What follows belongs to an exercise in optimizing a design on an open flow for small area and a short achievable clock period; a production flow would make more cautious choices.
Only simulation tests tie the RTL to the original design; equivalence was not proved.

===== flow/design.v =====
module keyboard_filter(input key_ready,
                       input make,
                       input ext,
                       input [7:0] key_input,
                       output key_ok,
                       output [4:0] letter);
    wire key_inside_range = (ext == 0) && (key_input >= "A" && key_input <= "Z");
    assign key_ok = key_inside_range && (make == 0) && key_ready;
    wire [4:0] k = key_input[4:0];
    assign letter = {k[4] ^ ~|k[3:0], k[3] ^ ~|k[2:0], k[2] ^ ~|k[1:0], k[1] ^ ~k[0], ~k[0]};
endmodule
module machine_controller (input clk,
                           input reset,
                           input key_ok,
                           input [4:0] letter,
                           output reg [4:0] befor,
                           output reg [4:0] after,
                           output reg save_history,
                           output reg [4:0] shift0,
                           output reg [4:0] shift1,
                           output reg [4:0] shift2,
                           output reg [2:0] type0,
                           output reg [2:0] type1,
                           output reg [2:0] type2,
                           input increase_shift_or_type,
                           input increase0,
                           input increase1,
                           input increase2);
    reg [1:0] save_next_counter;
    reg [4:0] x;                  
    wire [4:0] next_x, result;
    rotor rotor(.slot(save_next_counter), .letter(letter), .x(x),
                .shift0(shift0), .shift1(shift1), .shift2(shift2),
                .type0(type0), .type1(type1), .type2(type2),
                .next_x(next_x), .result(result));
    function [4:0] inc26(input [4:0] s);
        inc26 = (s[4] & s[3] & s[0]) ? 5'd0 :
                {s[4] ^ &s[3:0], s[3] ^ &s[2:0], s[2] ^ &s[1:0], s[1] ^ s[0], ~s[0]};
    endfunction
    function [2:0] inc5(input [2:0] t);
        inc5 = t[2] ? 3'd0 : {t[1] & t[0], t[1] ^ t[0], ~t[0]};
    endfunction
    always @(posedge clk)
        x <= next_x;
    always @(posedge clk)
        save_history <= !reset && (save_next_counter == 2'b11);
    always @(posedge clk) begin
        if (reset) begin
            befor             <= 0;
            after             <= 0;
            shift0            <= 0;
            shift1            <= 0;
            shift2            <= 0;
            type0             <= 0;
            type1             <= 0;
            type2             <= 0;
            save_next_counter <= 0;
        end
        else if (save_next_counter == 2'b11) begin
            after             <= result;
            save_next_counter <= 0;
            if (shift0 == 25 && shift1 == 25)
                shift2 <= inc26(shift2);
            if (shift0 == 25)
                shift1 <= inc26(shift1);
            shift0 <= inc26(shift0);
        end
        else if (save_next_counter != 2'b00) begin
            save_next_counter <= {save_next_counter[1] ^ save_next_counter[0], ~save_next_counter[0]};
        end
        else begin
            if (key_ok) begin
                befor             <= letter;
                save_next_counter <= 2'b01;
            end
            else if (increase_shift_or_type == 0) begin
                if (increase0) shift0 <= inc26(shift0);
                if (increase1) shift1 <= inc26(shift1);
                if (increase2) shift2 <= inc26(shift2);
            end
            else begin
                if (increase0) type0 <= inc5(type0);
                if (increase1) type1 <= inc5(type1);
                if (increase2) type2 <= inc5(type2);
            end
        end
    end
endmodule
module rotor_u1 (input dir, input [2:0] rtype, input [4:0] idx, output reg [4:0] dout);
    wire [2:0] t = rtype[2] ? 3'd4 : {1'b0, rtype[1:0]};
    always @(*)
        case ({dir, t, idx})
            9'd0: dout = 5'd4;
            9'd1: dout = 5'd10;
            9'd2: dout = 5'd12;
            9'd3: dout = 5'd5;
            9'd4: dout = 5'd11;
            9'd5: dout = 5'd6;
            9'd6: dout = 5'd3;
            9'd7: dout = 5'd16;
            9'd8: dout = 5'd21;
            9'd9: dout = 5'd25;
            9'd10: dout = 5'd13;
            9'd11: dout = 5'd19;
            9'd12: dout = 5'd14;
            9'd13: dout = 5'd22;
            9'd14: dout = 5'd24;
            9'd15: dout = 5'd7;
            9'd16: dout = 5'd23;
            9'd17: dout = 5'd20;
            9'd18: dout = 5'd18;
            9'd19: dout = 5'd15;
            9'd20: dout = 5'd0;
            9'd21: dout = 5'd8;
            9'd22: dout = 5'd1;
            9'd23: dout = 5'd17;
            9'd24: dout = 5'd2;
            9'd25: dout = 5'd9;
            9'd32: dout = 5'd0;
            9'd33: dout = 5'd9;
            9'd34: dout = 5'd3;
            9'd35: dout = 5'd10;
            9'd36: dout = 5'd18;
            9'd37: dout = 5'd8;
            9'd38: dout = 5'd17;
            9'd39: dout = 5'd20;
            9'd40: dout = 5'd23;
            9'd41: dout = 5'd1;
            9'd42: dout = 5'd11;
            9'd43: dout = 5'd7;
            9'd44: dout = 5'd22;
            9'd45: dout = 5'd19;
            9'd46: dout = 5'd12;
            9'd47: dout = 5'd2;
            9'd48: dout = 5'd16;
            9'd49: dout = 5'd6;
            9'd50: dout = 5'd25;
            9'd51: dout = 5'd13;
            9'd52: dout = 5'd15;
            9'd53: dout = 5'd24;
            9'd54: dout = 5'd5;
            9'd55: dout = 5'd21;
            9'd56: dout = 5'd14;
            9'd57: dout = 5'd4;
            9'd64: dout = 5'd1;
            9'd65: dout = 5'd3;
            9'd66: dout = 5'd5;
            9'd67: dout = 5'd7;
            9'd68: dout = 5'd9;
            9'd69: dout = 5'd11;
            9'd70: dout = 5'd2;
            9'd71: dout = 5'd15;
            9'd72: dout = 5'd17;
            9'd73: dout = 5'd19;
            9'd74: dout = 5'd23;
            9'd75: dout = 5'd21;
            9'd76: dout = 5'd25;
            9'd77: dout = 5'd13;
            9'd78: dout = 5'd24;
            9'd79: dout = 5'd4;
            9'd80: dout = 5'd8;
            9'd81: dout = 5'd22;
            9'd82: dout = 5'd6;
            9'd83: dout = 5'd0;
            9'd84: dout = 5'd10;
            9'd85: dout = 5'd12;
            9'd86: dout = 5'd20;
            9'd87: dout = 5'd18;
            9'd88: dout = 5'd16;
            9'd89: dout = 5'd14;
            9'd96: dout = 5'd4;
            9'd97: dout = 5'd18;
            9'd98: dout = 5'd14;
            9'd99: dout = 5'd21;
            9'd100: dout = 5'd15;
            9'd101: dout = 5'd25;
            9'd102: dout = 5'd9;
            9'd103: dout = 5'd0;
            9'd104: dout = 5'd24;
            9'd105: dout = 5'd16;
            9'd106: dout = 5'd20;
            9'd107: dout = 5'd8;
            9'd108: dout = 5'd17;
            9'd109: dout = 5'd7;
            9'd110: dout = 5'd23;
            9'd111: dout = 5'd11;
            9'd112: dout = 5'd13;
            9'd113: dout = 5'd5;
            9'd114: dout = 5'd19;
            9'd115: dout = 5'd6;
            9'd116: dout = 5'd10;
            9'd117: dout = 5'd3;
            9'd118: dout = 5'd2;
            9'd119: dout = 5'd12;
            9'd120: dout = 5'd22;
            9'd121: dout = 5'd1;
            9'd128: dout = 5'd21;
            9'd129: dout = 5'd25;
            9'd130: dout = 5'd1;
            9'd131: dout = 5'd17;
            9'd132: dout = 5'd6;
            9'd133: dout = 5'd8;
            9'd134: dout = 5'd19;
            9'd135: dout = 5'd24;
            9'd136: dout = 5'd20;
            9'd137: dout = 5'd15;
            9'd138: dout = 5'd18;
            9'd139: dout = 5'd3;
            9'd140: dout = 5'd13;
            9'd141: dout = 5'd7;
            9'd142: dout = 5'd11;
            9'd143: dout = 5'd23;
            9'd144: dout = 5'd0;
            9'd145: dout = 5'd22;
            9'd146: dout = 5'd12;
            9'd147: dout = 5'd9;
            9'd148: dout = 5'd16;
            9'd149: dout = 5'd14;
            9'd150: dout = 5'd5;
            9'd151: dout = 5'd4;
            9'd152: dout = 5'd2;
            9'd153: dout = 5'd10;
            9'd256: dout = 5'd5;
            9'd257: dout = 5'd3;
            9'd258: dout = 5'd1;
            9'd259: dout = 5'd19;
            9'd260: dout = 5'd25;
            9'd261: dout = 5'd22;
            9'd262: dout = 5'd20;
            9'd263: dout = 5'd10;
            9'd264: dout = 5'd4;
            9'd265: dout = 5'd0;
            9'd266: dout = 5'd24;
            9'd267: dout = 5'd21;
            9'd268: dout = 5'd23;
            9'd269: dout = 5'd15;
            9'd270: dout = 5'd13;
            9'd271: dout = 5'd6;
            9'd272: dout = 5'd18;
            9'd273: dout = 5'd2;
            9'd274: dout = 5'd7;
            9'd275: dout = 5'd14;
            9'd276: dout = 5'd8;
            9'd277: dout = 5'd17;
            9'd278: dout = 5'd12;
            9'd279: dout = 5'd9;
            9'd280: dout = 5'd11;
            9'd281: dout = 5'd16;
            9'd288: dout = 5'd25;
            9'd289: dout = 5'd16;
            9'd290: dout = 5'd10;
            9'd291: dout = 5'd23;
            9'd292: dout = 5'd0;
            9'd293: dout = 5'd3;
            9'd294: dout = 5'd8;
            9'd295: dout = 5'd14;
            9'd296: dout = 5'd20;
            9'd297: dout = 5'd24;
            9'd298: dout = 5'd22;
            9'd299: dout = 5'd15;
            9'd300: dout = 5'd11;
            9'd301: dout = 5'd6;
            9'd302: dout = 5'd1;
            9'd303: dout = 5'd5;
            9'd304: dout = 5'd9;
            9'd305: dout = 5'd19;
            9'd306: dout = 5'd21;
            9'd307: dout = 5'd12;
            9'd308: dout = 5'd18;
            9'd309: dout = 5'd2;
            9'd310: dout = 5'd13;
            9'd311: dout = 5'd17;
            9'd312: dout = 5'd4;
            9'd313: dout = 5'd7;
            9'd320: dout = 5'd6;
            9'd321: dout = 5'd25;
            9'd322: dout = 5'd19;
            9'd323: dout = 5'd24;
            9'd324: dout = 5'd10;
            9'd325: dout = 5'd23;
            9'd326: dout = 5'd7;
            9'd327: dout = 5'd22;
            9'd328: dout = 5'd9;
            9'd329: dout = 5'd21;
            9'd330: dout = 5'd5;
            9'd331: dout = 5'd20;
            9'd332: dout = 5'd4;
            9'd333: dout = 5'd12;
            9'd334: dout = 5'd0;
            9'd335: dout = 5'd18;
            9'd336: dout = 5'd1;
            9'd337: dout = 5'd17;
            9'd338: dout = 5'd2;
            9'd339: dout = 5'd16;
            9'd340: dout = 5'd3;
            9'd341: dout = 5'd14;
            9'd342: dout = 5'd8;
            9'd343: dout = 5'd15;
            9'd344: dout = 5'd11;
            9'd345: dout = 5'd13;
            9'd352: dout = 5'd18;
            9'd353: dout = 5'd0;
            9'd354: dout = 5'd3;
            9'd355: dout = 5'd4;
            9'd356: dout = 5'd25;
            9'd357: dout = 5'd8;
            9'd358: dout = 5'd6;
            9'd359: dout = 5'd12;
            9'd360: dout = 5'd14;
            9'd361: dout = 5'd19;
            9'd362: dout = 5'd5;
            9'd363: dout = 5'd10;
            9'd364: dout = 5'd2;
            9'd365: dout = 5'd9;
            9'd366: dout = 5'd23;
            9'd367: dout = 5'd21;
            9'd368: dout = 5'd16;
            9'd369: dout = 5'd13;
            9'd370: dout = 5'd24;
            9'd371: dout = 5'd7;
            9'd372: dout = 5'd15;
            9'd373: dout = 5'd22;
            9'd374: dout = 5'd1;
            9'd375: dout = 5'd11;
            9'd376: dout = 5'd17;
            9'd377: dout = 5'd20;
            9'd384: dout = 5'd9;
            9'd385: dout = 5'd23;
            9'd386: dout = 5'd1;
            9'd387: dout = 5'd14;
            9'd388: dout = 5'd2;
            9'd389: dout = 5'd3;
            9'd390: dout = 5'd21;
            9'd391: dout = 5'd12;
            9'd392: dout = 5'd20;
            9'd393: dout = 5'd6;
            9'd394: dout = 5'd0;
            9'd395: dout = 5'd11;
            9'd396: dout = 5'd7;
            9'd397: dout = 5'd13;
            9'd398: dout = 5'd4;
            9'd399: dout = 5'd16;
            9'd400: dout = 5'd5;
            9'd401: dout = 5'd22;
            9'd402: dout = 5'd15;
            9'd403: dout = 5'd19;
            9'd404: dout = 5'd17;
            9'd405: dout = 5'd25;
            9'd406: dout = 5'd8;
            9'd407: dout = 5'd10;
            9'd408: dout = 5'd18;
            9'd409: dout = 5'd24;
            default: dout = 5'd0;
        endcase
endmodule
module rotor_u2 (input dir, input [2:0] rtype, input [4:0] idx, output reg [4:0] dout);
    wire [2:0] t = rtype[2] ? 3'd4 : {1'b0, rtype[1:0]};
    always @(*)
        case ({dir, t, idx})
            9'd0: dout = 5'd9;
            9'd1: dout = 5'd14;
            9'd2: dout = 5'd16;
            9'd3: dout = 5'd13;
            9'd4: dout = 5'd8;
            9'd5: dout = 5'd17;
            9'd6: dout = 5'd11;
            9'd7: dout = 5'd18;
            9'd8: dout = 5'd23;
            9'd9: dout = 5'd7;
            9'd10: dout = 5'd19;
            9'd11: dout = 5'd12;
            9'd12: dout = 5'd10;
            9'd13: dout = 5'd2;
            9'd14: dout = 5'd4;
            9'd15: dout = 5'd1;
            9'd16: dout = 5'd25;
            9'd17: dout = 5'd21;
            9'd18: dout = 5'd15;
            9'd19: dout = 5'd5;
            9'd20: dout = 5'd3;
            9'd21: dout = 5'd0;
            9'd22: dout = 5'd6;
            9'd23: dout = 5'd24;
            9'd24: dout = 5'd22;
            9'd25: dout = 5'd20;
            9'd32: dout = 5'd18;
            9'd33: dout = 5'd21;
            9'd34: dout = 5'd8;
            9'd35: dout = 5'd12;
            9'd36: dout = 5'd23;
            9'd37: dout = 5'd7;
            9'd38: dout = 5'd13;
            9'd39: dout = 5'd4;
            9'd40: dout = 5'd6;
            9'd41: dout = 5'd16;
            9'd42: dout = 5'd20;
            9'd43: dout = 5'd24;
            9'd44: dout = 5'd19;
            9'd45: dout = 5'd14;
            9'd46: dout = 5'd10;
            9'd47: dout = 5'd3;
            9'd48: dout = 5'd1;
            9'd49: dout = 5'd5;
            9'd50: dout = 5'd11;
            9'd51: dout = 5'd17;
            9'd52: dout = 5'd22;
            9'd53: dout = 5'd25;
            9'd54: dout = 5'd2;
            9'd55: dout = 5'd15;
            9'd56: dout = 5'd9;
            9'd57: dout = 5'd0;
            9'd64: dout = 5'd12;
            9'd65: dout = 5'd14;
            9'd66: dout = 5'd10;
            9'd67: dout = 5'd17;
            9'd68: dout = 5'd11;
            9'd69: dout = 5'd22;
            9'd70: dout = 5'd9;
            9'd71: dout = 5'd23;
            9'd72: dout = 5'd8;
            9'd73: dout = 5'd24;
            9'd74: dout = 5'd7;
            9'd75: dout = 5'd25;
            9'd76: dout = 5'd13;
            9'd77: dout = 5'd21;
            9'd78: dout = 5'd5;
            9'd79: dout = 5'd20;
            9'd80: dout = 5'd4;
            9'd81: dout = 5'd16;
            9'd82: dout = 5'd3;
            9'd83: dout = 5'd18;
            9'd84: dout = 5'd2;
            9'd85: dout = 5'd15;
            9'd86: dout = 5'd1;
            9'd87: dout = 5'd6;
            9'd88: dout = 5'd0;
            9'd89: dout = 5'd19;
            9'd96: dout = 5'd5;
            9'd97: dout = 5'd8;
            9'd98: dout = 5'd14;
            9'd99: dout = 5'd24;
            9'd100: dout = 5'd3;
            9'd101: dout = 5'd10;
            9'd102: dout = 5'd18;
            9'd103: dout = 5'd1;
            9'd104: dout = 5'd12;
            9'd105: dout = 5'd9;
            9'd106: dout = 5'd4;
            9'd107: dout = 5'd2;
            9'd108: dout = 5'd16;
            9'd109: dout = 5'd23;
            9'd110: dout = 5'd15;
            9'd111: dout = 5'd20;
            9'd112: dout = 5'd6;
            9'd113: dout = 5'd11;
            9'd114: dout = 5'd13;
            9'd115: dout = 5'd19;
            9'd116: dout = 5'd17;
            9'd117: dout = 5'd0;
            9'd118: dout = 5'd21;
            9'd119: dout = 5'd22;
            9'd120: dout = 5'd25;
            9'd121: dout = 5'd7;
            9'd128: dout = 5'd1;
            9'd129: dout = 5'd7;
            9'd130: dout = 5'd15;
            9'd131: dout = 5'd17;
            9'd132: dout = 5'd0;
            9'd133: dout = 5'd8;
            9'd134: dout = 5'd6;
            9'd135: dout = 5'd10;
            9'd136: dout = 5'd3;
            9'd137: dout = 5'd20;
            9'd138: dout = 5'd9;
            9'd139: dout = 5'd21;
            9'd140: dout = 5'd12;
            9'd141: dout = 5'd18;
            9'd142: dout = 5'd14;
            9'd143: dout = 5'd25;
            9'd144: dout = 5'd19;
            9'd145: dout = 5'd5;
            9'd146: dout = 5'd13;
            9'd147: dout = 5'd4;
            9'd148: dout = 5'd22;
            9'd149: dout = 5'd23;
            9'd150: dout = 5'd11;
            9'd151: dout = 5'd24;
            9'd152: dout = 5'd2;
            9'd153: dout = 5'd16;
            default: dout = 5'd0;
        endcase
endmodule
module rotor (input [1:0] slot,
              input [4:0] letter,
              input [4:0] x,
              input [4:0] shift0, input [4:0] shift1, input [4:0] shift2,
              input [2:0] type0, input [2:0] type1, input [2:0] type2,
              output [4:0] next_x,
              output [4:0] result);
    function [4:0] add26(input [4:0] a, input [4:0] b);
        reg [5:0] s;
        reg [4:0] m;
        reg c;
        integer i;
        begin
            c = 1'b0;
            for (i = 0; i < 5; i = i + 1) begin
                s[i] = a[i] ^ b[i] ^ c;
                c = (a[i] & b[i]) | (c & (a[i] ^ b[i]));
            end
            s[5] = c;
            c = 1'b0;
            for (i = 0; i < 5; i = i + 1) begin
                m[i] = s[i] ^ (6'b100110 >> i) & 1'b1 ^ c;
                c = (s[i] & ((6'b100110 >> i) & 1'b1)) | (c & (s[i] ^ ((6'b100110 >> i) & 1'b1)));
            end
            add26 = (s[5] | (s[4] & s[3] & (s[2] | s[1]))) ? m : s[4:0];
        end
    endfunction
    function [4:0] neg26(input [4:0] v);
        reg [4:0] r;
        reg c;
        integer i;
        begin
            c = 1'b0;
            for (i = 0; i < 5; i = i + 1) begin
                r[i] = ~v[i] ^ ((5'd27 >> i) & 1'b1) ^ c;
                c = (~v[i] & ((5'd27 >> i) & 1'b1)) | (c & (~v[i] ^ ((5'd27 >> i) & 1'b1)));
            end
            neg26 = r;
        end
    endfunction
    wire p0 = (slot == 2'd0);
    wire p3 = (slot == 2'd3);
    wire [4:0] a1 = p0 ? letter : x;
    reg  [4:0] d1;
    reg  [2:0] t1;
    always @(*)
        case (slot)
            2'd0: begin d1 = shift0;          t1 = type0; end
            2'd1: begin d1 = shift1;          t1 = type1; end
            2'd2: begin d1 = shift2;          t1 = type2; end
            2'd3: begin d1 = neg26(shift2);  t1 = type1; end
        endcase
    wire [4:0] o1;
    rotor_u1 u1(.dir(p3), .rtype(t1), .idx(add26(a1, d1)), .dout(o1));
    wire [4:0] o2;
    rotor_u2 u2(.dir(1'b0), .rtype(p3 ? type0 : type2), .idx(add26(o1, p3 ? shift1 : 5'd0)), .dout(o2));
    assign next_x = slot[1] ? o2 : o1;
    assign result = add26(o2, neg26(shift0));
endmodule
module history_keeper (input clk,
                       input reset,
                       input save_history,
                       input [4:0] befor,
                       input [4:0] after,
                       output [4:0] waddr,
                       output reg we,
                       output reg [4:0] dout);
    parameter WAIT       = 2'h0;
    parameter SAVE       = 2'h1;
    parameter CLEAR_NEXT = 2'h2;
    parameter CLEAR_ALL  = 2'h3;
    reg [1:0] state, next_state;
    reg [4:0] index, next_index;
    reg [4:0] to_save, next_to_save;
    wire [4:0] index_plus_1 = {index[4] ^ &index[3:0], index[3] ^ &index[2:0], index[2] ^ &index[1:0], index[1] ^ index[0], ~index[0]};
    assign waddr = index;
    always @(posedge clk)
        if (reset) begin
            state   <= CLEAR_ALL;
            index   <= 0;
        end
        else begin
            state   <= next_state;
            index   <= next_index;
        end
    always @(posedge clk)
        to_save <= next_to_save;
    always @(*) begin
        we           = 1'b1;
        dout         = 5'd0;
        next_state   = state;
        next_index   = index;
        next_to_save = (state == WAIT) ? befor : after;
        case (state)
            WAIT: begin
                we = 1'b0;
                if (save_history)
                    next_state = SAVE;
            end
            SAVE: begin
                dout = {to_save[4] ^ &to_save[3:0], to_save[3] ^ &to_save[2:0], to_save[2] ^ &to_save[1:0], to_save[1] ^ to_save[0], ~to_save[0]};
                if (index[4] == 0)
                    next_index = {1'b1, index[3:0]};
                else begin
                    next_state = CLEAR_NEXT;
                    next_index = {1'b0, index_plus_1[3:0]};
                end
            end
            CLEAR_NEXT: begin
                if (index[4] == 0)
                    next_index = {1'b1, index[3:0]};
                else begin
                    next_state = WAIT;
                    next_index = {1'b0, index[3:0]};
                end
            end
            CLEAR_ALL: begin
                next_index = index_plus_1;
                if (index == 5'h1f)
                    next_state = WAIT;
            end
        endcase
    end
endmodule
module history_ram (input clk,
                    input [4:0] raddr,
                    input [4:0] din,
                    input [4:0] waddr,
                    input we,
                    output [7:0] dout);
    reg [4:0] m [0:31];
    always @(posedge clk)
        if (we)
            m[waddr] <= din;
    wire [3:0] dlo = 4'b0001 << raddr[1:0];
    wire [7:0] dhi = 8'b00000001 << raddr[4:2];
    reg  [4:0] e;
    integer i;
    always @(*) begin
        e = 5'd0;
        for (i = 0; i < 32; i = i + 1)
            e = e | ({5{dlo[i % 4] & dhi[i / 4]}} & m[i]);
    end
    wire letter = |e;
    assign dout = {1'b0, letter, ~letter, e};
endmodule
module system(input clk,
              input reset,
              input key_ready,
              input make,
              input ext,
              input [7:0] key_input,
              output [4:0] befor,
              output [4:0] after,
              output [4:0] shift0,
              output [4:0] shift1,
              output [4:0] shift2,
              output [2:0] type0,
              output [2:0] type1,
              output [2:0] type2,
              input increase_shift_or_type,
              input increase0,
              input increase1,
              input increase2,
              input [4:0] history_raddr,
              output [7:0] history_dout);
    wire key_ok;
    wire [4:0] letter;
    wire save_history;
    wire [4:0] history_din;
    wire [4:0] history_waddr;
    wire history_we;
    keyboard_filter keyboard_filter(
        .key_ready(key_ready),
        .make(make),
        .ext(ext),
        .key_input(key_input),
        .key_ok(key_ok),
        .letter(letter)
    );
    machine_controller machine_controller(
        .clk(clk),
        .reset(reset),
        .key_ok(key_ok),
        .letter(letter),
        .befor(befor),
        .after(after),
        .save_history(save_history),
        .shift0(shift0),
        .shift1(shift1),
        .shift2(shift2),
        .type0(type0),
        .type1(type1),
        .type2(type2),
        .increase_shift_or_type(increase_shift_or_type),
        .increase0(increase0),
        .increase1(increase1),
        .increase2(increase2)
    );
    history_keeper history_keeper(
        .clk(clk),
        .reset(reset),
        .save_history(save_history),
        .befor(befor),
        .after(after),
        .dout(history_din),
        .waddr(history_waddr),
        .we(history_we)
    );
    history_ram history_ram(
        .clk(clk),
        .raddr(history_raddr),
        .dout(history_dout),
        .waddr(history_waddr),
        .we(history_we),
        .din(history_din)
    );
endmodule

===== flow/flow/run.sh =====
#!/bin/bash
# Layout flow: the standard ORFS flow (standard.sh) with
#  - a stronger, area-oriented ABC script in synthesis (flow/abc_area.script,
#    used through a copy of the ORFS scripts folder; nothing else changes),
#  - plain buffers (buf_1) as the port buffers,
#  - CTS with clkbuf_16 in clusters of up to 30 flip-flops and no dummy loads,
#  - repair_timing asked for a larger setup margin, so that it also speeds up
#    the combinational history read path (history_raddr -> history_dout).
# Each tool's output goes to the ORFS logs under orfs/logs; make's to flow_run.log.
set -euo pipefail
W=$PWD
rm -rf "$W/scripts_own"
cp -r "$FLOW_HOME/scripts" "$W/scripts_own"
cp "$W/flow/abc_area.script" "$W/scripts_own/abc_area.script"
export BUFFER_PORTS_ARGS="-buffer_cell sky130_fd_sc_hd__buf_1"
export CTS_ARGS="-sink_clustering_enable -repair_clock_nets -buf_list sky130_fd_sc_hd__clkbuf_16 -dont_use_dummy_load -sink_clustering_size 30 -sink_clustering_max_diameter 80"
export SETUP_SLACK_MARGIN=26.1
bash standard.sh SCRIPTS_DIR="$W/scripts_own" ABC_AREA=1 finish > "$W/flow_run.log" 2>&1

===== flow/flow/abc_area.script =====
strash
&get -n
&deepsyn -T 120
&put
dch
amap -F 3
topo
stime -c
buffer -c
upsize -c
dnsize -c

===== flow/standard.sh =====
#!/bin/bash
# synth_recipe.tcl (not shown) runs the flow's synth.tcl, then flattens the netlist and writes it again
# the make line also repeats each setting of config.mk as NAME=value (left out here)
make -C /OpenROAD-flow-scripts/flow DESIGN_CONFIG=/design/flow/config.mk WORK_HOME=/design/flow/orfs CLKGATE_MAP_FILE= SYNTH_SCRIPT=/design/flow/synth_recipe.tcl "${@:-finish}"

===== flow/config.mk =====
export PLATFORM = sky130hd
export DESIGN_NAME = system
export DESIGN_NICKNAME = system
export VERILOG_FILES = /design/flow/design.v
export SDC_FILE = /design/flow/constraint.sdc
export NUM_CORES = 4
export LEC_CHECK = 0
export CAP_MARGIN = 20
export CORE_MARGIN = 2
export CORE_UTILIZATION = 40
export SLEW_MARGIN = 20

===== flow/constraint.sdc =====
create_clock -name core_clock -period 48.0 [get_ports {clk}]
set_input_delay 9.6000 -clock core_clock [delete_from_list [all_inputs] [get_ports {clk}]]
set_output_delay 9.6000 -clock core_clock [all_outputs]
set_load 0.01 [all_outputs]

==> run summary, run 1 <==
- The run finished with no timing, DRC or antenna violations.
- The library cell used most frequently in the layout, excluding fill and tap cells, is nor2_1.
- The clock reaches the later pin of the worst-skew pair after 0.49 ns.
- The number of H-tree branching levels is 1.
- The synthesis-to-layout area growth is 11.2%.
- The setup path with the least slack is of type input port to output port.
- For the pin with the worst max-slew slack, the measured transition is 0.826 ns.
- CTS placed an instance of clkbuf_16 at the clock tree root.
- The clock transition at the registers of the reported paths is 0.11 ns.
- The HPWL after detailed placement is 31600 microns.
- The average wire per cell in the routed design is 24.5 microns.
- The violation count after the first detailed-routing iteration is 1292.
- The count of final max-slew check failures is 0.
- The share of layout cells above drive strength 1 is 9.28%.
- The number of flops mapped to enable cells by yosys is 160.
- Setup repair after global routing could not meet its margin everywhere.
- The overall track demand over capacity in global routing is 26.3%.
- The final-report setup violation count is 0.
- The count of distinct cell types in the synthesized netlist is 77.
- Synthesis produced a netlist with a net count of 1370.
- The count of buffers added on input and output ports is 62.
- The initial utilization of the core area, before any placement, comes to 40.3%.
- Summed over all layers, the global routing overflow is 0.
- The share of flip-flops with an asynchronous set or reset is 0%.
- The core area is 30400 sq um.
- After layout, the worst path uses 45.1% of the clock period.
- The biggest fanout along the worst timing path is 19.
- The signal on the critical path passes through clkbuf_2 -> clkinvlp_4 -> nor2_1 -> buf_4 -> a22o_1 -> a221oi_1 -> a32o_1 -> o221ai_1 -> or3_1 -> nor3_1 -> inv_1 -> buf_1.
- Entering global routing, the biggest net connects 33 pins.
- Summing all non-filler instances in the final layout gives an area of 13700 sq um.
- The number of buffers and inverters on the critical path is 5.
- The count of vias placed by the detailed router is 10900.
- At the worst endpoint, the required time is 38.40 ns.
- The first-pass GRT wire length is 63900 microns.
- The kind of end point of the critical path is an output port.
- The die area is 32100 sq um.
- After synthesis the netlist holds a flip-flop and latch count of 214.
- The kind of cell adding the most delay to the critical path is compound AO/OA/AOI/OAI gates.
- The tool flagged a number of max-cap violations equal to 0.
- After detailed placement, the total cell area comes to 13000 sq um.
- The final critical-path required period is 21.65 ns.
- Setup slack on the worst reg-to-reg path comes out at 34.72 ns.
- STA puts the critical path data arrival time at 12.05 ns.
- The flip-flop cell with the highest count after synthesis is edfxtp_1.
- The via count of the first global-routing pass is 10500.
- The detailed-route wire length is 42700 microns.
- The worst setup path is launched from an input port.
- Counting the fill cells in the layout gives 3041.
- The area taken by flip-flops and latches is 5890 sq um.
- The initial antenna violation count is 0.
- The number of nets with antenna violations after detailed routing is 0.
- The multi-input combinational cells in the finished layout cover a total of 5730 sq um.
- After detailed routing, the number of vias per cell comes to 6.26.
- From bottom edge to top edge, the die measures 179 microns.
- The Yosys step of the flow raised 6 warnings.
- The aggregate negative setup slack is 0 ns.
- The worst hold margin is 0.433 ns.
- The cell area that synthesis handed to floorplanning was 12300 sq um.
- The final count of hold timing violations came to 0.
- The global placer's final weighted congestion is 1.04.
- The floorplan has 64 rows.
- The sequential fraction of the synthesis area is 47.9%.
- The final clock skew is 0.0723 ns.
- Based on the critical path, the design can be clocked at up to 46.2 MHz.
- Counting every sink on the clock net gives 214.
- The gate count of the mapped netlist is 1268.
- After synthesis, the mean cell area works out to 9.68 sq um.
- The number of buffers inserted during clock tree synthesis is 14.
- The relative slew slack is 44.7%.
- TritonCTS built the clock tree.
- The library cells used most frequently in the layout, excluding fill and tap cells, are nor2_1, edfxtp_1, inv_1, nand2_1, ha_1.
- The slowest cell on the critical path is or3_1.
- On the worst path, the slowest cell contributes a delay of 0.40 ns.
- The count of unresolved DRC violations after routing is 0.
- The tightest min-delay check is of the register to register type.
- In the final design database the tool counted 1451 nets.
- 64 I/O pins were placed.
- The number of diodes is 0.
- The die is 179 microns wide.
- For this run, the detailed router's first-pass iteration total came to 8.
- The number of buffers on the longest clock path is 3.
[what timing repair did]
item                       CTS  global route
resized for setup            9            22
hold buffers                 0             0
pin swaps                    0             5
setup endpoints to repair    8             6
setup buffers                4            14
[through the flow]
step | cells | worst slack (ns) | utilization, %
2_1_floorplan | 1268 | 26.31 | -
3_3_place_gp | 1711 | 25.18 | 42.8
3_5_place_dp | 1711 | 25.19 | 42.8
4_1_cts | 1729 | 26.08 | 44.2
5_1_grt | 1743 | 26.01 | 44.9
6_report | 1743 | 26.35 | 44.9
[final timing paths]
check                                                from                          end  depth (start not counted)
hold reg to reg               machine_controller.after[1]    history_keeper.to_save[1]                          2
hold / removal                machine_controller.after[1]    history_keeper.to_save[1]                          2
setup reg to reg  machine_controller.save_next_counter[1]  machine_controller.after[4]                         63
setup / recovery                         history_raddr[4]              history_dout[6]                         12
[synth_stat cells (all sizes together), types with 15 or more instances]
library cell	instances	share of area, %
nor2	216	7.2
edfxtp	160	39
inv	158	4.9
nand2	72	2.3
o21ai	70	2.9
ha	68	6.9
dfxtp	54	8.8
a21oi	53	2.3
nor3	39	1.6
o22ai	38	2.2
a22oi	35	2.1
clkbuf	30	0.92
a222oi	21	1.7
a221oi	19	1.4
nand3	19	0.77
o221ai	17	1.2
a31oi	15	0.94
[routing by layer]
| metal | part of all wire, % | wire length [microns] | vias up | GRT usage (%) |
|---|---|---|---|---|
| met5 | 0 | 0 | - | 0 |
| met1 | 41 | 17400 | 5283 | 34.1 |
| met2 | 47 | 20300 | 581 | 44.6 |
| met4 | 3.8 | 1610 | 0 | 8.90 |
| li1 | - | - | 4913 | - |
| met3 | 8.0 | 3420 | 128 | 4.39 |
[registers in the layout, summed over array words and instances, names as in the netlist]
name and flops:
machine_controller.x 5, machine_controller.shift1 5, machine_controller.type1 3, machine_controller.save_history 1, history_keeper.index 5, machine_controller.befor 5
machine_controller.after 5, history_keeper.state 2, machine_controller.save_next_counter 2, history_keeper.to_save 5, machine_controller.shift2 5, machine_controller.type0 3
history_ram.m 160, machine_controller.shift0 5, machine_controller.type2 3
[worst register-to-register path: cells and delay by family, from the launching register on]
family          cells  cell delay, ns
compound gates     16            2.97
simple gates        9            1.13
flops               1            0.46
buf+inv            20            2.68
xor+xnor            1            0.16
fa+ha+maj          17            5.73
[final cells by class]
class                           count  area share, %
Tap cell                          396           3.63
Clock buffer                       14           2.57
Sequential cell                   214           43.1
Inverter                          165           4.71
Multi-Input combinational cell    851           42.0
Timing Repair Buffer              103           4.01
[cell families after synthesis]
| kind of cell | synth area share, % |
|---|---|
| DFF | 47.9 |
| other | 0.0305 |
| AOI/OAI and AO/OA | 22.1 |
| buffers and inverters | 6.44 |
| and+or+nand+nor | 14.6 |
| xor gates and xnor gates | 0.0714 |
| adders and majority gates | 8.89 |
==> run 2: changes to the inputs <==
--- a/flow/flow/run.sh
+++ b/flow/flow/run.sh
@@ -1,6 +1,7 @@
 #!/bin/bash
 # Layout flow: the standard ORFS flow (standard.sh) with
 #  - a stronger, area-oriented ABC script in synthesis (flow/abc_area.script,
+#    without ABC's own buffering and sizing, left to the placer's repair;
 #    used through a copy of the ORFS scripts folder; nothing else changes),
 #  - plain buffers (buf_1) as the port buffers,
 #  - CTS with clkbuf_16 in clusters of up to 30 flip-flops and no dummy loads,
==> flow/flow/abc_area.script (replaced) <==
strash
&get -n
&deepsyn -T 120
&put
dch
amap -F 3
topo
==> run 2 against run 1 <==
Effect of this change: still clean on timing, DRC and antenna; fmax fell by 0.24%; synthesized cell count shrank 2.8%; critical path type unchanged; critical endpoint unchanged.
==> run summary, run 2 <==
- The category of the most critical setup path is input port to output port (unchanged).
- The largest net degree at the start of global routing came to 33 (unchanged).
- The count of vias placed by the detailed router is 11000 (was 10900).
- The detailed-route wire length is 42700 microns (about the same).
- The HPWL reported at the end of detailed placement came to 31500 microns (was 31600 microns).
- The count of distinct cell types in the synthesized netlist is 55 (was 77).
- The post-layout worst setup margin was 26.30 ns (was 26.35 ns).
- The mean number of vias per cell came to 6.32 (was 6.26).
- The CTS tree is yes (unchanged).
- Unrepaired setup endpoints after global routing: yes (unchanged).
- The most common cell after layout, fill and taps aside is nor2_1 (unchanged).
- The final instance area is 13600 sq um (was 13700 sq um).
- The kind of cell adding the most delay to the critical path is simple AND/OR/NAND/NOR gates (was compound AO/OA/AOI/OAI gates).
- The width of the die was 177 microns (was 179 microns).
- The via count of the first global-routing pass is 10600 (was 10500).
- The count of unresolved DRC violations after routing came to 0 (unchanged).
- The clock transition at the registers of the reported paths was 0.11 ns (about the same).
- The final worst-path cycle share was 45.2% (was 45.1%).
- The post-layout instance count excluding filler cells is 1735 (was 1743).
- The largest incremental delay on the critical path was 0.39 ns (was 0.40 ns).
- The synthesis-to-layout area growth is 13.8% (was 11.2%).
- The starting density of the core is 40.5% (was 40.3%).
- The number of iterations in the first detailed-routing pass was 6 (was 8).
- The violation count after the first detailed-routing iteration was 1313 (was 1292).
- The number of flip-flops under the largest register name is 160 (unchanged).
- The number of nets with antenna violations after detailed routing is 0 (unchanged).
- The initial antenna violation count is 0 (unchanged).
- The number of H-tree branching levels came to 1 (unchanged).
- The sequential fraction of the synthesis area is 49.2% (was 47.9%).
- The most repeated cell in the gate-level netlist after synthesis is nor2_1 (unchanged).
- The largest area contributor in the netlist is edfxtp_1 (unchanged).
- The register bank with the most flops is history_ram.m (unchanged).
- The flip-flop cell with the highest count after synthesis is edfxtp_1 (unchanged).
- The relative slew slack is 34.8% (was 44.7%).
- The final count of hold timing violations is 0 (unchanged).
- The share of flip-flops with an asynchronous set or reset is 0% (unchanged).
- Worst path cell trace: clkbuf_2 -> clkinvlp_4 -> nor2_1 -> buf_4 -> a222oi_1 -> nand3_1 -> a21oi_1 -> o221ai_1 -> or3_1 -> nor3_1 -> clkinv_1 -> buf_1 (was clkbuf_2 -> clkinvlp_4 -> nor2_1 -> buf_4 -> a22o_1 -> a221oi_1 -> a32o_1 -> o221ai_1 -> or3_1 -> nor3_1 -> inv_1 -> buf_1).
- The yosys synthesis warning count was 6 (unchanged).
- The count of placed standard cells including taps is 1706 (was 1711).
- The fill cell instance count of the final layout is 2871 (was 3041).
- The global placer's final weighted congestion was 1.05 (was 1.04).
- The placed instance area came to 12900 sq um (was 13000 sq um).
- The net count reported at finish came to 1449 (was 1451).
- The average wire per cell in the routed design is 24.6 microns (was 24.5 microns).
- The die boundary height is 177 microns (was 179 microns).
- The core area was 29600 sq um (was 30400 sq um).
- The net count after synthesis is 1334 (was 1370).
- The final-report setup violation count is 0 (unchanged).
- The biggest fanout along the worst timing path is 12 (was 19).
- The worst path arrival time is 12.10 ns (was 12.05 ns).
- The number of buffers and inverters on the critical path is 5 (unchanged).
- The clock latency on the worst-skew pair is 0.50 ns (was 0.49 ns).
- Post-synth top cells: nor2_1, clkinv_1, edfxtp_1, nand2_1, o21ai_0 (was nor2_1, edfxtp_1, inv_1, nand2_1, ha_1).
- The maximum clock rate is 46.1 MHz (was 46.2 MHz).
- The reported max-cap violation count is 0 (unchanged).
- The slowest cell on the critical path is or3_1 (unchanged).
- The sink count of the clock tree is 214 (unchanged).
- The number of flops mapped to enable cells by yosys was 160 (unchanged).
- The I/O pin count is 64 (unchanged).
- The number of buffers added to fix hold violations after cts was 0 (unchanged).
- The gate count of the mapped netlist was 1232 (was 1268).
- The overall track demand over capacity in global routing is 27.1% (was 26.3%).
- The aggregate negative setup slack was 0 ns (unchanged).
- The worst slack after detailed placement is 23.35 ns (was 25.19 ns).
- The count of final max-slew check failures is 0 (unchanged).
- The register bit total from synthesis is 214 (unchanged).
- The first-pass GRT wire length is 64600 microns (was 63900 microns).
- The final clock skew came to 0.0980 ns (was 0.0723 ns).
- The number of buffers inserted during clock tree synthesis is 13 (was 14).
- The number of buffers inserted by port buffering is 62 (unchanged).
- The number of buffers on the longest clock path is 3 (unchanged).
- The kind of end point of the critical path is an output port (unchanged).
- The total congestion overflow is 0 (unchanged).
- The share of layout cells above drive strength 1 is 9.14% (was 9.28%).
- The transition time at the pin with the least slew margin was 0.954 ns (was 0.826 ns).
- The sort of element at the start of the critical path is an input port (unchanged).
- The final design utilization was 46.1% (was 44.9%).
- The number of standard-cell rows in the floorplan is 63 (was 64).
- Cell types with the largest area share after synthesis: edfxtp_1, dfxtp_1, ha_1, nor2_1, clkinv_1 (was edfxtp_1, dfxtp_1, ha_1, nor2_1, inv_1).
- The share of the synthesized area in the top cell type came to 40.2% (was 39.1%).
- The post-synthesis area per instance is 9.71 sq um (was 9.68 sq um).
- Status: timing/DRC/antenna clean (unchanged).
- The die area is 31300 sq um (was 32100 sq um).
- The number of diodes was 0 (unchanged).
- Highest-count cells in the layout ignoring fill and taps: nor2_1, edfxtp_1, clkinv_1, nand2_1, o21ai_0 (was nor2_1, edfxtp_1, inv_1, nand2_1, ha_1).
- The combined area of all synthesized cells is 12000 sq um (was 12300 sq um).
- The final critical-path required period came to 21.71 ns (was 21.65 ns).
- The data required time of the worst path was 38.40 ns (about the same).
- The buffer cell driving the clock tree root is clkbuf_16 (unchanged).
- The path category of the worst min-delay check was register to register (unchanged).
==> run 2: cell types whose count changed after synthesis, moves of 4 or more <==
cell,change
nor2_4,-4
inv_2,-11
buf_2,-4
nor2_1,+14
nor2_2,-9
clkbuf_1,-30
o21ai_0,+4
inv_1,-144
clkinv_1,+159
==> run 2: routing by layer <==
layer  part of all wire, %  global-route usage [%]  vias up
met1                    41                    37.0     5275
li1                      -                       -     4904
met3                   8.3                    4.49      152
met4                   4.6                    10.1        0
met5                     0                       0        -
met2                    46                    43.4      630
==> run 2: repair_timing <==
item | in CTS | in global routing
gates resized for setup | 45 | 44
setup endpoints to repair | 10 | 7
pin swaps | 2 | 8
setup buffers | 5 | 11
==> run 2: layout make-up <==
cell class | count | area (sq um) | area share, %
clock buffer | 13 | 325 | 2.39
inverter | 165 | 659 | 4.84
multi-input combinational | 851 | 5710 | 41.9
sequential | 214 | 5890 | 43.2
tap | 390 | 488 | 3.58
timing repair buffer | 102 | 553 | 4.06
==> run 2: final timing paths <==
kind,startpoint,end,slack (ns),cells after the start
setup / recovery,history_raddr[4],history_dout[6],26.30,12
setup reg to reg,machine_controller.save_next_counter[1],machine_controller.after[2],33.75,56
hold / removal,machine_controller.befor[0],machine_controller.befor[0],0.50,2
hold reg to reg,machine_controller.befor[0],machine_controller.befor[0],0.50,2
==> run 2: cells by family (layout without fill, tap and decap cells) <==
logic type               after synthesis  after routing  share of synthesized area, %
AND/OR/NAND/NOR                      398            398                          14.3
AO/OA/AOI/OAI                        371            371                          22.0
flip-flops                           214            214                          49.2
buffers and inverters                167            280                          5.30
adder cells (fa/ha/maj)               80             80                          9.12
other                                  1              1                        0.0313
XOR/XNOR                               1              1                        0.0732
==> run 2: through the flow <==
| stage | hold slack, ns |
|---|---|
| final | 0.501 |
| after global routing | 0.523 |
| after CTS | 0.505 |
| after detailed placement | 0.486 |
| after global placement | 0.485 |
| after floorplan | 0.471 |
==> run 2: worst register-to-register path, delay by kind of cell, from the launching register on <==
kind	cells	cell delay (ns)
adder cells (fa/ha/maj)	15	5.03
AO/OA/AOI/OAI	17	4.54
buffers and inverters	14	2.56
AND/OR/NAND/NOR	10	1.68
flip-flops	1	0.44
==> run 3: changes to the inputs <==
--- a/flow/design.v
+++ b/flow/design.v
@@ -42,8 +42,6 @@
     endfunction
     always @(posedge clk)
         x <= next_x;
-    always @(posedge clk)
-        save_history <= !reset && (save_next_counter == 2'b11);
     always @(posedge clk) begin
         if (reset) begin
             befor             <= 0;
@@ -54,11 +52,13 @@
             type0             <= 0;
             type1             <= 0;
             type2             <= 0;
+            save_history      <= 0;
             save_next_counter <= 0;
         end
         else if (save_next_counter == 2'b11) begin
             after             <= result;
             save_next_counter <= 0;
+            save_history      <= 1;
             if (shift0 == 25 && shift1 == 25)
                 shift2 <= inc26(shift2);
             if (shift0 == 25)
@@ -69,6 +69,7 @@
             save_next_counter <= {save_next_counter[1] ^ save_next_counter[0], ~save_next_counter[0]};
         end
         else begin
+            save_history <= 0;
             if (key_ok) begin
                 befor             <= letter;
                 save_next_counter <= 2'b01;
==> run 3 against run 2 <==
Effect of this change: worst setup slack got worse by 0.10 ns; non-clock buffer count shrank 21; synthesized cell count is 1.9% higher; flip-flop and latch count stayed put; register-to-register slack improved by 0.20 ns; critical endpoint unchanged; die area hardly changed; fmax fell by 0.46%.
==> run summary, run 3 <==
- The sort of element at the start of the critical path is an input port (unchanged).
- The final worst-path cycle share was 45.4% (was 45.2%).
- The yosys synthesis warning count is 6 (unchanged).
- The reported max-cap violation count came to 0 (unchanged).
- The data required time of the worst path is 38.40 ns (about the same).
- The post-layout worst setup margin is 26.19 ns (was 26.30 ns).
- Post-synth top cells: nor2_1, edfxtp_1, clkinv_1, nand2_1, o21ai_0 (was nor2_1, clkinv_1, edfxtp_1, nand2_1, o21ai_0).
- The core area is 29600 sq um (unchanged).
- The largest area contributor in the netlist is edfxtp_1 (unchanged).
- The transition time at the pin with the least slew margin is 0.864 ns (was 0.954 ns).
- The path category of the worst min-delay check is register to register (unchanged).
- The number of buffers added to fix hold violations after cts was 0 (unchanged).
- The cell depth of the worst flop-to-flop path is 51 (was 56).
- The first-pass GRT wire length came to 66300 microns (was 64600 microns).
- The fill cell instance count of the final layout is 2887 (was 2871).
- The synthesized-area fraction occupied by and/or/nand/nor cells was 16.9% (was 14.3%).
- The end point of the critical path is history_dout[6] (unchanged).
- The gate count of the mapped netlist came to 1255 (was 1232).
- The register bit total from synthesis is 214 (unchanged).
- The number of buffers inserted by port buffering was 62 (unchanged).
- The count of unresolved DRC violations after routing was 0 (unchanged).
- The most common cell after layout, fill and taps aside was nor2_1 (unchanged).
- The worst slack after detailed placement is 23.78 ns (was 23.35 ns).
- The detailed-route wire length is 44300 microns (was 42700 microns).
- The initial antenna violation count came to 1 (was 0).
- The final critical-path required period is 21.81 ns (was 21.71 ns).
- The die area is 31300 sq um (about the same).
- The number of flops mapped to enable cells by yosys is 160 (unchanged).
- The relative slew slack is 41.7% (was 34.8%).
- The mean number of vias per cell is 6.42 (was 6.32).
- The final-report setup violation count is 0 (unchanged).
- The share of layout cells above drive strength 1 is 6.38% (was 9.14%).
- The CTS tree is yes (unchanged).
- The critical register-to-register path endpoint is machine_controller.after[2] (unchanged).
- The net count after synthesis is 1358 (was 1334).
- The count of final max-slew check failures is 0 (unchanged).
- The number of buffers inserted during clock tree synthesis is 13 (unchanged).
- The final clock skew was 0.0847 ns (was 0.0980 ns).
- The count of distinct cell types in the synthesized netlist was 52 (was 55).
- The category of the most critical setup path was input port to output port (unchanged).
- The number of buffers on the longest clock path came to 3 (unchanged).
- The register bank with the most flops is history_ram.m (unchanged).
- The kind of end point of the critical path is an output port (unchanged).
- The clock transition at the registers of the reported paths came to 0.10 ns (was 0.11 ns).
- The aggregate negative setup slack is 0 ns (unchanged).
- The violation count after the first detailed-routing iteration is 1642 (was 1313).
- The synthesized-area fraction occupied by adder cells is 9.22% (was 9.12%).
- The biggest fanout along the worst timing path is 5 (was 12).
- The I/O pin count came to 64 (unchanged).
- The global placer's final weighted congestion came to 1.05 (about the same).
- The number of flip-flops under the largest register name is 160 (unchanged).
- The combined area of all synthesized cells came to 12000 sq um (about the same).
- The die boundary height was 177 microns (about the same).
- The average wire per cell in the routed design is 25.5 microns (was 24.6 microns).
- The share of flip-flops with an asynchronous set or reset is 0% (unchanged).
- The number of H-tree branching levels is 1 (unchanged).
- The width of the die is 177 microns (about the same).
- The startpoint of the most critical setup path is history_raddr[3] (was history_raddr[4]).
- The via count of the first global-routing pass is 10600 (about the same).
- The maximum clock rate is 45.9 MHz (was 46.1 MHz).
- The most repeated cell in the gate-level netlist after synthesis is nor2_1 (unchanged).
- The final count of hold timing violations is 0 (unchanged).
- The share of the synthesized netlist area taken by xor and xnor gates is 0.0732% (about the same).
- The total congestion overflow was 0 (unchanged).
- The register-to-register setup slack is 33.95 ns (was 33.75 ns).
- The sink count of the clock tree came to 214 (unchanged).
- The flip-flop cell with the highest count after synthesis is edfxtp_1 (unchanged).
- Highest-count cells in the layout ignoring fill and taps: nor2_1, edfxtp_1, clkinv_1, nand2_1, o21ai_0 (unchanged).
- Cell types with the largest area share after synthesis: edfxtp_1, dfxtp_1, nor2_1, ha_1, clkinv_1 (was edfxtp_1, dfxtp_1, ha_1, nor2_1, clkinv_1).
- Status: timing/DRC/antenna clean (unchanged).
- The worst path arrival time is 12.21 ns (was 12.10 ns).
- The area fraction in compound gates after synthesis is 19.6% (was 22.0%).
- The share of the synthesized area in the top cell type came to 40.1% (was 40.2%).
- The buffer cell driving the clock tree root is clkbuf_16 (unchanged).
- The count of vias placed by the detailed router is 11100 (was 11000).
- The HPWL reported at the end of detailed placement is 33600 microns (was 31500 microns).
- The number of diodes was 0 (unchanged).
- The starting density of the core is 40.5% (about the same).
- The number of nets with antenna violations after detailed routing is 0 (unchanged).
- The clock latency on the worst-skew pair is 0.49 ns (was 0.50 ns).
- The net count reported at finish is 1452 (was 1449).
- The number of iterations in the first detailed-routing pass is 5 (was 6).
- The post-synthesis area per instance is 9.54 sq um (was 9.71 sq um).
- The worst flop-to-flop path startpoint is machine_controller.save_next_counter[1] (unchanged).
- Unrepaired setup endpoints after global routing: no (was yes).
- The sequential fraction of the synthesis area was 49.2% (about the same).
- The overall track demand over capacity in global routing is 28.2% (was 27.1%).
- The main combinational cell family by area after synthesis is compound AO/OA/AOI/OAI gates (unchanged).
- The largest net degree at the start of global routing is 33 (unchanged).
- The number of standard-cell rows in the floorplan was 63 (unchanged).
- The synthesis-to-layout area growth is 11.7% (was 13.8%).
- The share of synthesized area spent on multiplexers is 0% (unchanged).
-- run 3: changes by cell type in the layout (fill, tap and decap cells not counted), sizes merged, moves of 14 or more --
cell	previous run	this run
nor2	216	236
buf	100	79
o22ai	38	52
a22oi	35	49
-- run 3: kinds of logic (layout without fill, tap and decap cells) --
| group | count (synthesis) | after routing |
|---|---|---|
| flip-flops | 214 | 214 |
| buffers and inverters | 156 | 248 |
| adder cells (fa/ha/maj) | 81 | 81 |
| AO/OA/AOI/OAI | 341 | 341 |
| other | 1 | 1 |
| XOR/XNOR | 1 | 1 |
| AND/OR/NAND/NOR | 461 | 461 |
-- run 3: timing repair --
| action | 4_1_cts | 5_1_grt |
|---|---|---|
| endpoints found under the setup margin | 4 | 6 |
| gates cloned | 0 | 0 |
| pin swaps | 0 | 7 |
| setup buffers | 0 | 3 |
| endpoints found under the hold margin | 0 | 0 |
| resized for setup | 20 | 42 |
-- run 3: per-layer routing --
| layer | vias to the layer above | share of wire (%) | GRT usage, % |
|---|---|---|---|
| met4 | 2 | 4.5 | 10.2 |
| met2 | 666 | 48 | 47.6 |
| met1 | 5395 | 40 | 36.9 |
| li1 | 4939 | - | - |
| met5 | - | 0.032 | 0 |
| met3 | 141 | 7.8 | 3.91 |
-- run 3: cell type report --
class | instances | area [sq um] | area share, %
clock buffer | 13 | 325 | 2.43
inverter | 154 | 609 | 4.56
multi-input combinational | 885 | 5680 | 42.5
sequential | 214 | 5890 | 44.0
tap | 390 | 488 | 3.65
timing repair buffer | 81 | 382 | 2.85
-- run 3: worst max-delay path, stage by stage --
cell      delay, ns
clkbuf_2       0.14
clkinv_1       0.13
nand3_1        0.16
nor2_1         0.16
a222oi_1       0.71
nand4_1        0.30
or4_4          0.60
nor3_2         0.20
clkinv_1       0.08
buf_1          0.12
-- run 3: through the flow --
step | cells | cell area, sq um | hold WS, ns | util, %
after floorplan | 1255 | 12000 | 0.469 | -
after global placement | 1721 | 12800 | 0.480 | 43.4
after detailed placement | 1721 | 12800 | 0.486 | 43.4
after CTS | 1734 | 13200 | 0.500 | 44.7
after global routing | 1737 | 13400 | 0.520 | 45.2
final | 1737 | 13400 | 0.499 | 45.2
-- run 3: worst min-delay path by stage --
stage,from,end,depth (start not counted)
detailed placement,machine_controller.after[3],history_keeper.to_save[3],2
CTS,machine_controller.after[3],history_keeper.to_save[3],2
finish,machine_controller.after[1],history_keeper.to_save[1],2
global route,machine_controller.after[3],history_keeper.to_save[3],2
floorplan,history_keeper.index[0],history_keeper.index[0],1
global placement,machine_controller.after[3],history_keeper.to_save[3],2
==> run 4: changes to the inputs <==
--- a/flow/flow/run.sh
+++ b/flow/flow/run.sh
@@ -15,5 +15,5 @@
 cp "$W/flow/abc_area.script" "$W/scripts_own/abc_area.script"
 export BUFFER_PORTS_ARGS="-buffer_cell sky130_fd_sc_hd__buf_1"
 export CTS_ARGS="-sink_clustering_enable -repair_clock_nets -buf_list sky130_fd_sc_hd__clkbuf_16 -dont_use_dummy_load -sink_clustering_size 30 -sink_clustering_max_diameter 80"
-export SETUP_SLACK_MARGIN=26.1
+export SETUP_SLACK_MARGIN=26.4
 bash standard.sh SCRIPTS_DIR="$W/scripts_own" ABC_AREA=1 finish > "$W/flow_run.log" 2>&1
==> run 4 against run 3 <==
Effect of this change: hold slack improved by 0.0065 ns; routed wire length grew 3.4%; clock skew fell by 0.016 ns; fmax up 1.1%; count of clock-buffer cells in the layout up 1; utilization rose by 1.7 points; final cell count is 0.86% higher.
==> run summary, run 4 <==
- Status: timing/DRC/antenna clean (unchanged).
- The post-layout instance count excluding filler cells was 1752 (was 1737).
- The global placer's final weighted congestion came to 0.989 (was 1.05).
- The share of layout cells above drive strength 1 was 12.0% (was 6.38%).
- The number of flip-flops under the largest register name came to 160 (unchanged).
- The number of flops mapped to enable cells by yosys is 160 (unchanged).
- The largest area contributor in the netlist is edfxtp_1 (unchanged).
- The die area is 31300 sq um (unchanged).
- The violation count after the first detailed-routing iteration is 1258 (was 1642).
- The number of buffers on the longest clock path is 3 (unchanged).
- The starting density of the core is 40.5% (unchanged).
- The synthesis-to-layout area growth is 15.9% (was 11.7%).
- The total congestion overflow is 0 (unchanged).
- The final worst-path cycle share came to 45.0% (was 45.4%).
- The mean number of vias per cell was 6.28 (was 6.42).
- Highest-count cells in the layout ignoring fill and taps: nor2_1, edfxtp_1, clkinv_1, nand2_1, o21ai_0 (unchanged).
- The number of buffers added to fix hold violations after cts is 0 (unchanged).
- The clock transition at the registers of the reported paths was 0.11 ns (was 0.10 ns).
- The most repeated cell in the gate-level netlist after synthesis is nor2_1 (unchanged).
- The reported max-cap violation count is 0 (unchanged).
- The yosys synthesis warning count is 6 (unchanged).
- The combined area of all synthesized cells came to 12000 sq um (unchanged).
- The number of buffers and inverters on the critical path is 4 (unchanged).
- The count of distinct cell types in the synthesized netlist is 52 (unchanged).
- The number of nets with antenna violations after detailed routing is 0 (unchanged).
- The first-pass GRT wire length came to 67300 microns (was 66300 microns).
- The number of buffers inserted by port buffering is 62 (unchanged).
- The initial antenna violation count is 2 (was 1).
- The overall track demand over capacity in global routing is 28.8% (was 28.2%).
- The placed instance area is 12800 sq um (about the same).
- The sort of element at the start of the critical path is an input port (unchanged).
- The die boundary height was 177 microns (unchanged).
- The final count of hold timing violations is 0 (unchanged).
- The via count of the first global-routing pass is 10600 (about the same).
- The net count after synthesis is 1358 (unchanged).
- The final critical-path required period is 21.58 ns (was 21.81 ns).
- The final-report setup violation count is 0 (unchanged).
- Cell types with the largest area share after synthesis: edfxtp_1, dfxtp_1, nor2_1, ha_1, clkinv_1 (unchanged).
- The post-synthesis area per instance is 9.54 sq um (unchanged).
- The detailed-route wire length is 45800 microns (was 44300 microns).
- The count of placed standard cells including taps came to 1718 (was 1721).
- The sink count of the clock tree is 214 (unchanged).
- Worst path cell trace: buf_6 -> clkinvlp_4 -> nand3_4 -> nor2_2 -> a222oi_1 -> nand4_1 -> nand4b_1 -> or3_4 -> nor3_4 -> clkinv_1 -> clkbuf_2 (was clkbuf_2 -> clkinv_1 -> nand3_1 -> nor2_1 -> a222oi_1 -> nand4_1 -> or4_4 -> nor3_2 -> clkinv_1 -> buf_1).
- The HPWL reported at the end of detailed placement is 34900 microns (was 33600 microns).
- The I/O pin count was 64 (unchanged).
- The largest incremental delay on the critical path is 0.60 ns (was 0.71 ns).
- The biggest fanout along the worst timing path is 5 (unchanged).
- The kind of end point of the critical path is an output port (unchanged).
- The net count reported at finish is 1467 (was 1452).
- The count of unresolved DRC violations after routing is 0 (unchanged).
- The share of the synthesized area in the top cell type was 40.1% (unchanged).
- The CTS tree is yes (unchanged).
- The slowest cell on the critical path is a222oi_1 (unchanged).
- The average wire per cell in the routed design is 26.1 microns (was 25.5 microns).
- The aggregate negative setup slack is 0 ns (unchanged).
- The share of flip-flops with an asynchronous set or reset is 0% (unchanged).
- Post-synth top cells: nor2_1, edfxtp_1, clkinv_1, nand2_1, o21ai_0 (unchanged).
- The number of standard-cell rows in the floorplan was 63 (unchanged).
- The flip-flop cell with the highest count after synthesis is edfxtp_1 (unchanged).
- The core area is 29600 sq um (unchanged).
- The relative slew slack is 37.4% (was 41.7%).
- The category of the most critical setup path is input port to output port (unchanged).
- The count of vias placed by the detailed router is 11000 (was 11100).
- The path category of the worst min-delay check is register to register (unchanged).
- The register bit total from synthesis is 214 (unchanged).
- The worst path arrival time is 11.98 ns (was 12.21 ns).
- The sequential fraction of the synthesis area is 49.2% (unchanged).
- The transition time at the pin with the least slew margin is 0.939 ns (was 0.864 ns).
- The number of diodes is 0 (unchanged).
- The number of buffers inserted during clock tree synthesis was 14 (was 13).
- The most common cell after layout, fill and taps aside is nor2_1 (unchanged).
- The data required time of the worst path is 38.40 ns (about the same).
- The number of H-tree branching levels is 1 (unchanged).
- The maximum clock rate is 46.3 MHz (was 45.9 MHz).
- The number of iterations in the first detailed-routing pass came to 6 (was 5).
- The kind of cell adding the most delay to the critical path was simple AND/OR/NAND/NOR gates (unchanged).
- The clock latency on the worst-skew pair is 0.49 ns (about the same).
- The width of the die is 177 microns (unchanged).
- The gate count of the mapped netlist is 1255 (unchanged).
- The final clock skew was 0.0690 ns (was 0.0847 ns).
- The count of final max-slew check failures is 0 (unchanged).
- The buffer cell driving the clock tree root is clkbuf_16 (unchanged).
- Unrepaired setup endpoints after global routing: no (unchanged).
- The register bank with the most flops is history_ram.m (unchanged).
- The largest net degree at the start of global routing is 33 (unchanged).
- The final instance area was 13900 sq um (was 13400 sq um).
==> run 4: cell counts after synthesis <==
No cell type changed its count.
==> run 4: timing repair <==
item / CTS / global route
resized for setup: 61 / 85
pin swaps: 4 / 29
setup endpoints to repair: 6 / 6
endpoints found under the hold margin: 0 / 0
buffers inserted: 3 / 17
==> run 4: final cells by class <==
type / count / area [sq um]
flip-flops and latches: 214 / 5890
repair buffers: 95 / 528
well taps: 390 / 488
multi-input cells: 885 / 5980
inverters: 154 / 633
fillers: 2839 / 15700
clock buffers: 14 / 350
==> run 4: worst paths after layout <==
kind | slack [ns] | cells after the start | endpoint | startpoint
worst min register to register | 0.51 | 2 | history_keeper.to_save[2] | machine_controller.after[2]
worst min-delay path | 0.51 | 2 | history_keeper.to_save[2] | machine_controller.after[2]
worst max-delay path | 26.42 | 11 | history_dout[6] | history_raddr[4]
worst max register to register | 34.35 | 52 | machine_controller.after[2] | machine_controller.save_next_counter[1]
==> run 4: tightest hold or removal path: stages, from the launching register on <==
cell and delay [ns]:
dfxtp_1 0.34, clkinv_1 0.06, o22ai_1 0.07
==> run 4: per-layer routing <==
layer / vias to the layer above / global-route usage [%] / part of all wire (%)
met1: 5290 / 36.8 / 40
met2: 603 / 48.7 / 47
met3: 141 / 4.42 / 7.5
met4: 4 / 11.8 / 5.3
li1: 4966 / - / -
met5: - / 0 / 0.052
==> run 4: cell families after synthesis <==
family,after synthesis,synth area share [%]
buffers and inverters,156,4.95
adders and majority gates,81,9.22
AOI/OAI and AO/OA,341,19.6
xor gates and xnor gates,1,0.0732
DFF,214,49.2
other,1,0.0313
and+or+nand+nor,461,16.9
==> run 4: per-stage QoR <==
stage	setup slack [ns]	hold WS (ns)	util [%]
finish	26.42	0.506	46.9
global route	26.38	0.527	46.9
CTS	26.41	0.503	45.3
detailed placement	24.14	0.486	43.4
global placement	24.38	0.478	43.4
floorplan	26.44	0.469	-

separate check: timing with driven ports:
The results above use ideal ports. As a check the final layouts listed here were re-extracted and re-timed, cells and wires unchanged.
Step 1 (the two cells are an assumption about what drives the block):
set clk [get_ports {clk}]
set_driving_cell -lib_cell sky130_fd_sc_hd__clkbuf_16 $clk
set_driving_cell -lib_cell sky130_fd_sc_hd__buf_2 [delete_from_list [all_inputs] $clk]
Step 2 also shifts input and output timing later by t, the mid clock arrival at the registers, as if the neighbouring blocks saw the same clock.
Slacks: ideal / step 1 / step 2; pairs: ideal / step 1.
| run | shift t [ns] | slack for setup (ns) | hold slack, ns |
|---|---|---|---|
| run 1 | 0.514 | 26.347 / 26.322 / 26.125 | 0.433 / 0.433 / 0.433 |
| run 2 | 0.504 | 26.295 / 26.275 / 25.953 | 0.501 / 0.501 / 0.501 |
| run 3 | 0.504 | 26.194 / 26.162 / 26.107 | 0.499 / 0.499 / 0.499 |
| run 4 | 0.505 | 26.424 / 26.384 / 26.384 | 0.506 / 0.506 / 0.506 |
After both steps setup and hold are still met in every run listed. For run 2, which loses most, drivers alone change the setup slack by -0.020 ns; drivers and shift together by -0.342 ns.
